Source: an optimization exercise on an open RTL-to-GDS flow (aim: small area, a short achievable clock period and few clock cycles per item). Production flows keep margins and buffers that such runs may drop. In this exercise RTL edits were held to simulation tests only and were not proved equivalent to the original. Power figures rest on the tool's default switching activity, not on a simulated workload.

// md5
module md5(
    input clk,
    input reset,
    input [0:8*8-1] input_num,
    input input_valid,
    output [0:128-1] output_hash,
    output output_valid
);
localparam [31:0] H0 = 32'h67452301;
localparam [31:0] H1 = 32'hefcdab89;
localparam [31:0] H2 = 32'h98badcfe;
localparam [31:0] H3 = 32'h10325476;
reg idle;        
reg rnd;         
reg fin;         
reg done;        
reg [6:0] i;     
reg [31:0] b, c, d, x;
reg [31:0] w0, w1;   
wire [31:0] in_w0 = {input_num[24:31], input_num[16:23], input_num[8:15], input_num[0:7]};
wire [31:0] in_w1 = {input_num[56:63], input_num[48:55], input_num[40:47], input_num[32:39]};
wire last_rnd = i[5:0] == 6'd63;
wire last_fin = i[1:0] == 2'd2;
wire idle_n = reset || (idle && !input_valid);
wire rnd_n = !reset && ((idle && input_valid) || (rnd && !last_rnd));
wire fin_n = !reset && ((rnd && last_rnd) || (fin && !last_fin));
wire done_n = !reset && (done || (fin && last_fin));
always @(posedge clk) begin
    idle <= idle_n;
    rnd <= rnd_n;
    fin <= fin_n;
    done <= done_n;
end
wire step = rnd || fin;
wire [6:0] i_next = idle ? 7'd0 : i + 7'd1;
always @(posedge clk)
    i <= i_next;
reg [3:0] fs, rc, rf;
reg [3:0] fs_n, rc_n, rf_n;
always @(*) begin
    fs_n = 4'd0;
    rc_n = 4'd0;
    rf_n = 4'd0;
    if (rnd_n) begin
        fs_n[i_next[5:4]] = 1'b1;
        rc_n[i_next[1:0]] = 1'b1;
        case ({i_next[5:4], i_next[1:0]})
            4'd0, 4'd1, 4'd2: rf_n[3] = 1'b1;
            4'd3: rf_n[2] = 1'b1;
            4'd4: rf_n[1] = 1'b1;
            4'd5, 4'd6, 4'd7: rf_n[0] = 1'b1;
            4'd8: rf_n[0] = 1'b1;
            4'd9, 4'd10: rf_n[2] = 1'b1;
            4'd11: rf_n[3] = 1'b1;
            4'd12: rf_n[2] = 1'b1;
            default: rf_n[1] = 1'b1;
        endcase
  ...
Size in the first run: roughly 200 I/O pins, about 21000 sq um of cells after synthesis.
Settings: LEC_CHECK=0, ABC_AREA=1, CAP_MARGIN=20, CORE_MARGIN=2, CORE_UTILIZATION=40, PLACE_DENSITY=0.6, SETUP_SLACK_MARGIN=4.5, SLEW_MARGIN=20; clock period 10.0 ns.
standard.sh (not shown) runs the stock make flow with config.mk's settings and CLKGATE_MAP_FILE= SYNTH_SCRIPT=/design/flow/synth_recipe.tcl, a recipe that flattens the netlist after the stock synthesis.
==> flow/flow/run.sh <==
#!/bin/bash
set -euo pipefail
export BUFFER_PORTS_ARGS="-buffer_cell sky130_fd_sc_hd__buf_1"
bash standard.sh > standard.log 2>&1
Testbench counts at the start, summed over its fixed seeds: cycles 26,872, hashes 384.
Then changed:
Settings changed: CTS_CLUSTER_DIAMETER set to 80, CTS_CLUSTER_SIZE set to 25, SETUP_SLACK_MARGIN 4.5 to 5.
The new run finished with timing, DRC and antenna clean.
Setup slack improved by 0.32 ns.
Via count climbs by 1.7%.
Wire length climbs by 1.4%.
Sequential share of layout area drops by 0.81 points.
Combinational power climbs by 13%.
Cell area climbs by 4.9%.
Cell count climbs by 0.52%.
Die area stays the same.
Non-clock buffer count climbs by 42.
Maximum frequency climbs by 6.5%.
Sequential power is about the same.

## v36
md5, a different RTL version from the one above (not shown whole).
Size in the first run: about 2600 cells after synthesis, ~220 flip-flops, ~21000 sq um of cells after synthesis.
==> flow/config.mk <==
export PLATFORM = sky130hd
export DESIGN_NAME = md5
export DESIGN_NICKNAME = md5
export VERILOG_FILES = /design/flow/design.v
export SDC_FILE = /design/flow/constraint.sdc
export NUM_CORES = 4
export LEC_CHECK = 0
export CAP_MARGIN = 20
export CORE_MARGIN = 2
export CORE_UTILIZATION = 40
export PLACE_DENSITY = 0.6
export SLEW_MARGIN = 20
==> flow/constraint.sdc <==
create_clock -name core_clock -period 10.0 [get_ports {clk}]
set_input_delay 2.0000 -clock core_clock [delete_from_list [all_inputs] [get_ports {clk}]]
set_output_delay 2.0000 -clock core_clock [all_outputs]
set_load 0.01 [all_outputs]
run.sh (not shown) runs the stock make flow with config.mk's settings and CLKGATE_MAP_FILE= SYNTH_SCRIPT=/design/flow/synth_recipe.tcl, a recipe that flattens the netlist after the stock synthesis.
Stock flow here: none of the scripts above is used.
Testbench counts of v36, summed over its fixed seeds: cycles 26,872, hashes 384.
Setup changes, v36 to v18
# v36
export LEC_CHECK = 0
export CAP_MARGIN = 20
export CORE_MARGIN = 2
export CORE_UTILIZATION = 40
export PLACE_DENSITY = 0.6
export SLEW_MARGIN = 20
create_clock -name core_clock -period 10.0 [get_ports {clk}]
# v18
export LEC_CHECK = 0
export ABC_AREA = 1
export CAP_MARGIN = 20
export CELL_PAD_IN_SITES_DETAIL_PLACEMENT = 1
export CORE_MARGIN = 2
export CORE_UTILIZATION = 40
export PLACE_DENSITY = 0.6
export SETUP_SLACK_MARGIN = 4.5
export SLEW_MARGIN = 20
create_clock -name core_clock -period 10.0 [get_ports {clk}]
==> summary.txt <==
Sort v18 and v36 by wire length of the first global-routing pass asc -> top: v36. When v18 is set beside v36, its sequential group share of total power turns out to be 5.0 points smaller. Compared to v36, v18 leaves less free space in the core. Switching fraction of total power was lower in v36 than in v18.
Changes in v34 relative to v18:
# v18
export LEC_CHECK = 0
export ABC_AREA = 1
export CAP_MARGIN = 20
export CELL_PAD_IN_SITES_DETAIL_PLACEMENT = 1
export CORE_MARGIN = 2
export CORE_UTILIZATION = 40
export PLACE_DENSITY = 0.6
export SETUP_SLACK_MARGIN = 4.5
export SLEW_MARGIN = 20
create_clock -name core_clock -period 10.0 [get_ports {clk}]
# v34
export LEC_CHECK = 0
export ABC_AREA = 1
export CAP_MARGIN = 20
export CORE_MARGIN = 2
export CORE_UTILIZATION = 40
export PLACE_DENSITY = 0.6
export SETUP_SLACK_MARGIN = 4.5
export SLEW_MARGIN = 20
create_clock -name core_clock -period 10.0 [get_ports {clk}]
==> flow/flow/run.sh (new file) <==
#!/bin/bash
set -euo pipefail
export BUFFER_PORTS_ARGS="-buffer_cell sky130_fd_sc_hd__buf_1"
bash standard.sh > standard.log 2>&1
==> flow/standard.sh (new file) <==
#!/bin/bash
# synth_recipe.tcl (not shown) runs the flow's synth.tcl, then flattens the netlist and writes it again
# the make line also repeats each setting of config.mk as NAME=value (left out here)
make -C /OpenROAD-flow-scripts/flow DESIGN_CONFIG=/design/flow/config.mk WORK_HOME=/design/flow/orfs CLKGATE_MAP_FILE= SYNTH_SCRIPT=/design/flow/synth_recipe.tcl "${@:-finish}"
removed: flow/run.sh
Findings:
Compared with v18, in v34 area growth from synthesis to layout decreased by 11 points relative to the old numbers, combinational power now sits lower.
The timing startpoint of the critical path comes out i[1] in one run and b[5] in the other, namely in v34 and v18 respectively.
~same number of cells after detailed placement in v34 and v18
Against v18, v34 reports a wire length that is lower.
Sort v34 and v18 by worst-path maximum fanout asc -> top: v18
Looking at final area across both flows, v34 is the stronger of the two, with v18 trailing.
sky130_fd_sc_hd__o21ai_0 as the highest-delay cell along the critical path was reported by v18, and sky130_fd_sc_hd__fa_1 by v34.
Input changes introduced in v16 (baseline for comparison: v34):
# v34
export LEC_CHECK = 0
export ABC_AREA = 1
export CAP_MARGIN = 20
export CORE_MARGIN = 2
export CORE_UTILIZATION = 40
export PLACE_DENSITY = 0.6
export SETUP_SLACK_MARGIN = 4.5
export SLEW_MARGIN = 20
create_clock -name core_clock -period 10.0 [get_ports {clk}]
# v16
export LEC_CHECK = 0
export ABC_AREA = 1
export CAP_MARGIN = 20
export CORE_MARGIN = 2
export CORE_UTILIZATION = 40
export PLACE_DENSITY = 0.6
export SETUP_SLACK_MARGIN = 5
export SLEW_MARGIN = 20
create_clock -name core_clock -period 10.0 [get_ports {clk}]
### Flow results
- In the metrics for v34 and v16, the one carrying the lower leakage power of the design is v34.
- After synthesis and placement, the instance count of v16 is above that of v34.
- Compared to v34, v16 has clock share of power 1.7 points lower.

==> separate check: timing with driven ports <==
The results above use ideal ports. As a check the final layouts listed here were re-extracted and re-timed, cells and wires unchanged.
Step 1 assumes that a clkbuf_16 drives the clock port and a buf_2 every other input.
Step 2, shift: input delay + t, output delay - t, t = (earliest + latest rising clock arrival at the registers) / 2. This alone moves slack from input paths to output paths.
a / b / c = ideal / step 1 / step 2; a / b = the first two.
run | shift t [ns] | slack for setup (ns) | hold slack, ns | worst setup path after step 2 | worst data-port slew with drivers (ns)
the first run of note 1 | 0.636 | 4.786 / 4.786 / 4.763 | 0.486 / 0.486 / 0.486 | input to register | 0.05
the second run of note 1 | 0.614 | 5.105 / 5.105 / 4.814 | 0.483 / 0.483 / 0.483 | input to register | 0.05
v36 | 0.622 | 1.297 / 1.297 / 1.297 | 0.493 / 0.493 / 0.493 | register to register | 0.07
v18 | 0.639 | 3.416 / 3.416 / 3.416 | 0.505 / 0.505 / 0.505 | register to register | 0.07
v34 | 0.639 | 4.609 / 4.609 / 4.609 | 0.500 / 0.500 / 0.500 | register to register | 0.08
v16 | 0.651 | 4.668 / 4.668 / 4.668 | 0.480 / 0.480 / 0.480 | register to register | 0.07
After both steps every run listed still meets setup and hold. For the second run of note 1, which loses most, drivers alone change the setup slack by 0.000 ns; drivers and shift together by -0.291 ns.
